Source: an optimization exercise on an open RTL-to-GDS flow (aim: small area). Production flows keep margins and buffers that such runs may drop. Power figures rest on the tool's default switching activity, not on a simulated workload.

==> flow/design.v <==
module stage23_encode_module (
    clk , rst_n ,
    original_data_1 , original_data_2 , original_data_3 ,
    message_en_in ,
    message_en_out ,
    packet_head_data_out ,
    length_fast_1_out , length_fast_2_out , length_fast_3_out ,
    message_fast_1_out , message_fast_2_out , message_fast_3_out ,
    packet_ETX_data_out
    );
    input          clk , rst_n , message_en_in ;
    input  [263:0] original_data_1 , original_data_2 , original_data_3 ;
    output         message_en_out ;
    output [119:0] packet_head_data_out ;
    output [7:0]   length_fast_1_out , length_fast_2_out , length_fast_3_out ;
    output [343:0] message_fast_1_out , message_fast_2_out , message_fast_3_out ;
    output [7:0]   packet_ETX_data_out ;
    reg         en1 ;
    reg [263:0] s1_d1 , s1_d2 , s1_d3 ;
    always @( posedge clk ) begin
        en1   <= rst_n & message_en_in ;
        s1_d1 <= original_data_1 ;
        s1_d2 <= original_data_2 ;
        s1_d3 <= original_data_3 ;
    end
    reg  [7:0]  dict_pid , dict_mc , dict_mt ;
    wire [23:0] eh1 , eh2 , eh3 ;
    wire        v1 , v2 , v3 ;
    hdr_eff #( .SLOT3 ( 0 ) ) he1 ( .d ( s1_d1 ) , .d2 ( s1_d2 ) , .eh ( eh1 ) , .valid ( v1 ) );
    hdr_eff #( .SLOT3 ( 0 ) ) he2 ( .d ( s1_d2 ) , .d2 ( s1_d2 ) , .eh ( eh2 ) , .valid ( v2 ) );
    hdr_eff #( .SLOT3 ( 1 ) ) he3 ( .d ( s1_d3 ) , .d2 ( s1_d2 ) , .eh ( eh3 ) , .valid ( v3 ) );
    wire [2:0] ne1 = { eh1[23:16] != dict_pid , eh1[15:8] != dict_mc , eh1[7:0] != dict_mt } ;
    wire [2:0] ne2 = { eh2[23:16] != dict_pid , eh2[15:8] != dict_mc , eh2[7:0] != dict_mt } ;
    wire [2:0] ne3 = { eh3[23:16] != dict_pid , eh3[15:8] != dict_mc , eh3[7:0] != dict_mt } ;
    always @( posedge clk ) begin
        if ( !rst_n )
            { dict_pid , dict_mc , dict_mt } <= 24'd0 ;
        else if ( en1 ) begin
            if ( v3 )
                { dict_pid , dict_mc , dict_mt } <= eh3 ;
            else if ( v2 )
                { dict_pid , dict_mc , dict_mt } <= eh2 ;
            else if ( v1 )
                { dict_pid , dict_mc , dict_mt } <= eh1 ;
        end
    end
    reg  [79:0] seq ;
    wire [9:0]  seq_all ;
    wire [10:0] seq_tg ;
    wire [79:0] seq_t ;
    assign seq_tg[0] = en1 ;
    genvar sg , si ;
    generate
        for ( sg = 0 ; sg < 10 ; sg = sg + 1 ) begin : gsq
            assign seq_all[sg]    = &seq[8 * sg + 7 : 8 * sg] ;
            assign seq_tg[sg + 1] = seq_tg[sg] & seq_all[sg] ;
            assign seq_t[8 * sg]  = seq_tg[sg] ;
            for ( si = 1 ; si < 8 ; si = si + 1 ) begin : gsb
                assign seq_t[8 * sg + si] = seq_t[8 * sg + si - 1] & seq[8 * sg + si - 1] ;
            end
        end
    endgenerate
    always @( posedge clk ) begin
        if ( !rst_n )
            seq <= { 80 { 1'b1 } } ;
        else
            seq <= seq ^ seq_t ;
    end
    reg         en2 ;
    reg [263:0] s2_d1 , s2_d2 , s2_d3 ;
    reg [2:0]   s2_ne1 , s2_ne2 , s2_ne3 ;
    reg [1:0]   s2_k1 , s2_k2 , s2_k3 ;       
    always @( posedge clk ) begin
        en2    <= rst_n & en1 ;
        s2_d1  <= s1_d1 ;
        s2_d2  <= s1_d2 ;
        s2_d3  <= s1_d3 ;
        s2_ne1 <= ne1 ;
        s2_ne2 <= ne2 ;
        s2_ne3 <= ne3 ;
        s2_k1  <= { 1'b0 , ne1[2] } + { 1'b0 , ne1[1] } + { 1'b0 , ne1[0] } ;
        s2_k2  <= { 1'b0 , ne2[2] } + { 1'b0 , ne2[1] } + { 1'b0 , ne2[0] } ;
        s2_k3  <= { 1'b0 , ne3[2] } + { 1'b0 , ne3[1] } + { 1'b0 , ne3[0] } ;
    end
    fast_slot #( .QUIRK ( 1 ) ) fs1 ( .d ( s2_d1 ) , .qd ( s2_d1 ) , .ne ( s2_ne1 ) , .k ( s2_k1 ) ,
                                      .msg ( message_fast_1_out ) , .len ( length_fast_1_out ) );
    fast_slot #( .QUIRK ( 0 ) ) fs2 ( .d ( s2_d2 ) , .qd ( s2_d2 ) , .ne ( s2_ne2 ) , .k ( s2_k2 ) ,
                                      .msg ( message_fast_2_out ) , .len ( length_fast_2_out ) );
    fast_slot #( .QUIRK ( 0 ) ) fs3 ( .d ( s2_d3 ) , .qd ( s2_d2 ) , .ne ( s2_ne3 ) , .k ( s2_k3 ) ,
                                      .msg ( message_fast_3_out ) , .len ( length_fast_3_out ) );
    wire [1:0] msg_count = { 1'b0 , s2_d1[255:248] != 8'd0 } +
                           { 1'b0 , s2_d2[255:248] != 8'd0 } +
                           { 1'b0 , s2_d3[255:248] != 8'd0 } ;
    assign message_en_out       = en2 ;
    assign packet_head_data_out = { 8'hAA , 8'h0F , seq , 16'h0000 , 6'b000000 , msg_count } ;
    assign packet_ETX_data_out  = 8'h55 ;
endmodule
module hdr_eff #( parameter SLOT3 = 0 ) ( d , d2 , eh , valid );
    input  [263:0] d , d2 ;
    output [23:0]  eh ;
    output         valid ;
    wire [7:0] c = d[255:248] ;
    wire [7:0] t = d[247:240] ;
    wire is_d = ( c == 8'h64 ) ;
    wire is_q = ( c == 8'h71 ) ;
    wire is_n = ( c == 8'h4e ) ;
    wire n_ok = ( t == 8'h4c ) | ( t == 8'h4d ) | ( t == 8'h4e ) | ( t == 8'h52 ) | ( t == 8'h53 ) ;
    assign valid = ( c == 8'h61 ) | is_d | ( c == 8'h6b ) | is_q | is_n ;
    wire zero = is_d | ( is_n & !n_ok ) ;
    wire [23:0] h = ( SLOT3 && is_q ) ? d2[263:240] : d[263:240] ;
    assign eh = zero ? 24'd0 : h ;
endmodule
module fast_slot #( parameter QUIRK = 0 ) ( d , qd , ne , k , msg , len );
    input  [263:0] d , qd ;
    input  [2:0]   ne ;
    input  [1:0]   k ;
    output [343:0] msg ;
    output [7:0]   len ;
    wire [7:0] P = d[263:256] ;
    wire [7:0] C = d[255:248] ;
    wire [7:0] T = d[247:240] ;
    wire is_a = ( C == 8'h61 ) ;
    wire is_d = ( C == 8'h64 ) ;
    wire is_k = ( C == 8'h6b ) ;
    wire is_q = ( C == 8'h71 ) ;
    wire is_n = ( C == 8'h4e ) ;
    wire n_lr = is_n & ( ( T == 8'h4c ) | ( T == 8'h52 ) ) ;
    wire n_m  = is_n & ( T == 8'h4d ) ;
    wire n_ns = is_n & ( ( T == 8'h4e ) | ( T == 8'h53 ) ) ;
    wire fam  = is_a | is_k | n_lr | n_m | n_ns ;    
    wire nonq = fam | is_d ;
    wire [5:0] base = is_a ? 6'd28 : is_k ? 6'd32 : ( is_d | is_q ) ? 6'd19 :
                      n_lr ? 6'd2 : n_m ? 6'd6 : n_ns ? 6'd10 : 6'd0 ;
    assign len = { 2'b00 , base } + { 6'd0 , ( nonq | is_q ) ? k : 2'd0 } ;
    wire [7:0] g2 = ne[0] ? T : ne[1] ? C : P ;
    wire [7:0] g1 = ( ne[0] & ne[1] ) ? C : P ;
    wire [7:0] g0 = P ;
    wire [135:0] dbody = { d[262:240] , 8'h00 , d[239:231] , d[222:200] , 8'h00 , d[199:135] } ;
    wire [7:0] y [0:37] ;
    genvar mi ;
    generate
        for ( mi = 0 ; mi <= 34 ; mi = mi + 1 ) begin : gy
            localparam integer m = mi - 2 ;
            wire [7:0] fv = ( m == 0 ) ? g0 : ( m == 1 ) ? g1 : ( m == 2 ) ? g2 :
                            ( m >= 3 ) ? d[239 - 8 * ( m - 3 ) -: 8] : 8'h00 ;
            wire [7:0] dv = ( m >= 3 && m <= 19 ) ? dbody[135 - 8 * ( m - 3 ) -: 8] : 8'h00 ;
            wire [7:0] qv = ( m <= 8 ) ? qd[239 - 8 * ( m + 8 ) -: 8] : 8'h00 ;
            if ( m < 0 ) begin : yq
                assign y[mi] = qv ;
            end else if ( m <= 8 ) begin : yqdf
                wire fsel = ~is_q & ~is_d ;
                assign y[mi] = ( { 8 { is_q } } & qv ) | ( { 8 { is_d } } & dv ) | ( { 8 { fsel } } & fv ) ;
            end else if ( m <= 19 ) begin : ydf
                assign y[mi] = is_d ? dv : fv ;
            end else begin : yf
                assign y[mi] = fv ;
            end
        end
    endgenerate
    assign y[35] = 8'h00 ;
    assign y[36] = 8'h00 ;
    assign y[37] = 8'h00 ;
    wire [7:0] z [0:37] ;
    genvar j ;
    generate
        for ( j = 0 ; j <= 37 ; j = j + 1 ) begin : gz
            if ( j == 0 ) begin : z0
                assign z[j] = k[0] ? 8'h00 : y[j] ;
            end else begin : zn
                assign z[j] = k[0] ? y[j - 1] : y[j] ;
            end
        end
    endgenerate
    wire quirk = ( QUIRK != 0 ) & n_lr & ( ne == 3'b011 ) ;
    wire pm    = nonq & ~quirk ;
    wire [5:0] lim = quirk ? 6'd0 : is_q ? { 4'd0 , k } + 6'd8 : len[5:0] ;
    wire [7:0] o [0:34] ;
    generate
        for ( j = 0 ; j <= 34 ; j = j + 1 ) begin : go
            wire       gj = ( lim > j ) ;
            wire       sa = gj & k[1] , sb = gj & ~k[1] ;
            wire [7:0] sh = ( { 8 { sa } } & z[j + 1] ) | ( { 8 { sb } } & z[j + 3] ) ;
            if ( j == 0 ) begin : pm0
                assign o[j] = is_q ? sh : { pm , ~ne[2] & pm , ~ne[1] & pm , ~ne[0] & pm , 4'b0000 } ;
            end else if ( j == 1 ) begin : pm1
                assign o[j] = is_q ? sh : 8'h00 ;
            end else begin : rest
                assign o[j] = sh ;
            end
        end
    endgenerate
    wire [343:0] norm ;
    generate
        for ( j = 0 ; j <= 34 ; j = j + 1 ) begin : gm
            assign norm[343 - 8 * j -: 8] = o[j] ;
        end
    endgenerate
    assign norm[63:0] = 64'd0 ;
    assign msg = norm | { 7'b0 , { 16 { quirk } } & { C , T } , 321'b0 } ;
endmodule
Settings: LEC_CHECK=0, CAP_MARGIN=30, CORE_AREA=5 5 1095 255, DIE_AREA=0 0 1100 260, SLEW_MARGIN=30; clock period 7.0 ns.
standard.sh (not shown) runs the stock make flow with config.mk's settings and CLKGATE_MAP_FILE= SYNTH_SCRIPT=/design/flow/synth_recipe.tcl, a recipe that flattens the netlist after the stock synthesis.
==> flow/flow/run.sh <==
#!/bin/bash
# Own layout flow: the standard flow (standard.sh), except that
#  - synthesis maps with an area-oriented ABC script and without ORFS's adder
#    extraction (same Yosys passes, registers and names otherwise),
#  - the port buffers are the smallest buffer cell,
#  - clock tree synthesis uses no dummy loads.
set -euo pipefail
W=$(pwd)
F=$W/flow

# ORFS's synth.tcl with the ABC call replaced
sed -e 's|log_cmd abc {\*}\$abc_args|log_cmd abc -script $::env(OWN_ABC_SCRIPT) {*}$lib_args {*}$lib_dont_use_args|' \
    "$FLOW_HOME/scripts/synth.tcl" > "$W/own_synth.tcl"
grep -q 'OWN_ABC_SCRIPT' "$W/own_synth.tcl"
export OWN_SYNTH_TCL=$W/own_synth.tcl
export OWN_ABC_SCRIPT=$F/abc_area.script

bash standard.sh SYNTH_SCRIPT="$F/synth_wrap.tcl" ADDER_MAP_FILE= SYNTH_INSBUF=0 synth > "$W/own_synth.log" 2>&1

CTS="-sink_clustering_enable -repair_clock_nets -sink_clustering_size 20 -sink_clustering_max_diameter 60"
CTS="$CTS -buf_list sky130_fd_sc_hd__clkbuf_16 -dont_use_dummy_load"
bash standard.sh BUFFER_PORTS_ARGS="-buffer_cell sky130_fd_sc_hd__buf_1" CTS_ARGS="$CTS" finish > "$W/own_layout.log" 2>&1
test -s out/final.def
==> flow/flow/abc_area.script <==
strash
dc2
dch -f
amap
==> flow/flow/synth_wrap.tcl <==
proc synth {args} { yosys synth -nofsm -noshare {*}$args }
source $::env(OWN_SYNTH_TCL)
# left out here: clear keep_hierarchy, flatten, clean up, hide names made inside functions, write 1_2_yosys.v
The baseline completed and failed the layout checks on setup timing.
Change:
--- a/flow/design.v
+++ b/flow/design.v
@@ -46,24 +46,27 @@
     end
     reg  [79:0] seq ;
-    wire [9:0]  seq_all ;
-    wire [10:0] seq_tg ;
+    reg  [4:0]  seq_all ;
+    wire [5:0]  seq_tg ;
     wire [79:0] seq_t ;
+    wire [79:0] seq_n = seq ^ seq_t ;
     assign seq_tg[0] = en1 ;
     genvar sg , si ;
     generate
-        for ( sg = 0 ; sg < 10 ; sg = sg + 1 ) begin : gsq
-            assign seq_all[sg]    = &seq[8 * sg + 7 : 8 * sg] ;
+        for ( sg = 0 ; sg < 5 ; sg = sg + 1 ) begin : gsq
             assign seq_tg[sg + 1] = seq_tg[sg] & seq_all[sg] ;
-            assign seq_t[8 * sg]  = seq_tg[sg] ;
-            for ( si = 1 ; si < 8 ; si = si + 1 ) begin : gsb
-                assign seq_t[8 * sg + si] = seq_t[8 * sg + si - 1] & seq[8 * sg + si - 1] ;
-            end
-        end
-    endgenerate
-    always @( posedge clk ) begin
-        if ( !rst_n )
-            seq <= { 80 { 1'b1 } } ;
-        else
-            seq <= seq ^ seq_t ;
+            assign seq_t[16 * sg]  = seq_tg[sg] ;
+            for ( si = 1 ; si < 16 ; si = si + 1 ) begin : gsb
+                assign seq_t[16 * sg + si] = seq_t[16 * sg + si - 1] & seq[16 * sg + si - 1] ;
+            end
+        end
+    endgenerate
+    always @( posedge clk ) begin
+        if ( !rst_n ) begin
+            seq     <= { 80 { 1'b1 } } ;
+            seq_all <= 5'b11111 ;
+        end else begin
+            seq     <= seq_n ;
+            seq_all <= { &seq_n[79:64] , &seq_n[63:48] , &seq_n[47:32] , &seq_n[31:16] , &seq_n[15:0] } ;
+        end
     end
     reg         en2 ;
Result:
- The new run passed the timing, design-rule and antenna checks
- worst setup slack improves by 0.26 ns
- die area does not change
- register-to-register slack gains 1.8 ns
- final cell count stays flat
- area after synthesis grows by 0.37%
- critical path depth is lower by 20
- fmax rises by about 4%
- total power goes up by 2.8%
- global-route usage went up by 2.9 points
Function was not checked in any run of this note: the RTL went through the layout flow alone.

## separate check: timing with driven ports
How much do the figures lean on ideal ports? The routed layouts below were timed once more, with nothing changed but the port constraints.
Step 1: set_driving_cell puts a clkbuf_16 on clk and a buf_2 on each other input, an assumption about the parent block.
Step 2 adds t to the input delays and takes it off the output delays; t is the mean of the earliest and latest rising clock arrival at the registers after step 1. Input paths then give back, and output paths get back, about the clock's delay inside the block.
Slacks: ideal ports / drivers / drivers and shift; pairs: ideal ports / drivers.
run | t, ns | slack for setup (ns) | hold slack, ns | worst setup path after step 2 | worst register clock-pin slew, ns
the first run | 0.834 | -0.035 / -0.035 / -0.035 | 0.299 / 0.299 / 0.299 | register to register | 0.10 / 0.10
the second run | 0.939 | 0.226 / 0.119 / 1.058 | 0.229 / 0.229 / 0.229 | register to output | 0.12 / 0.12
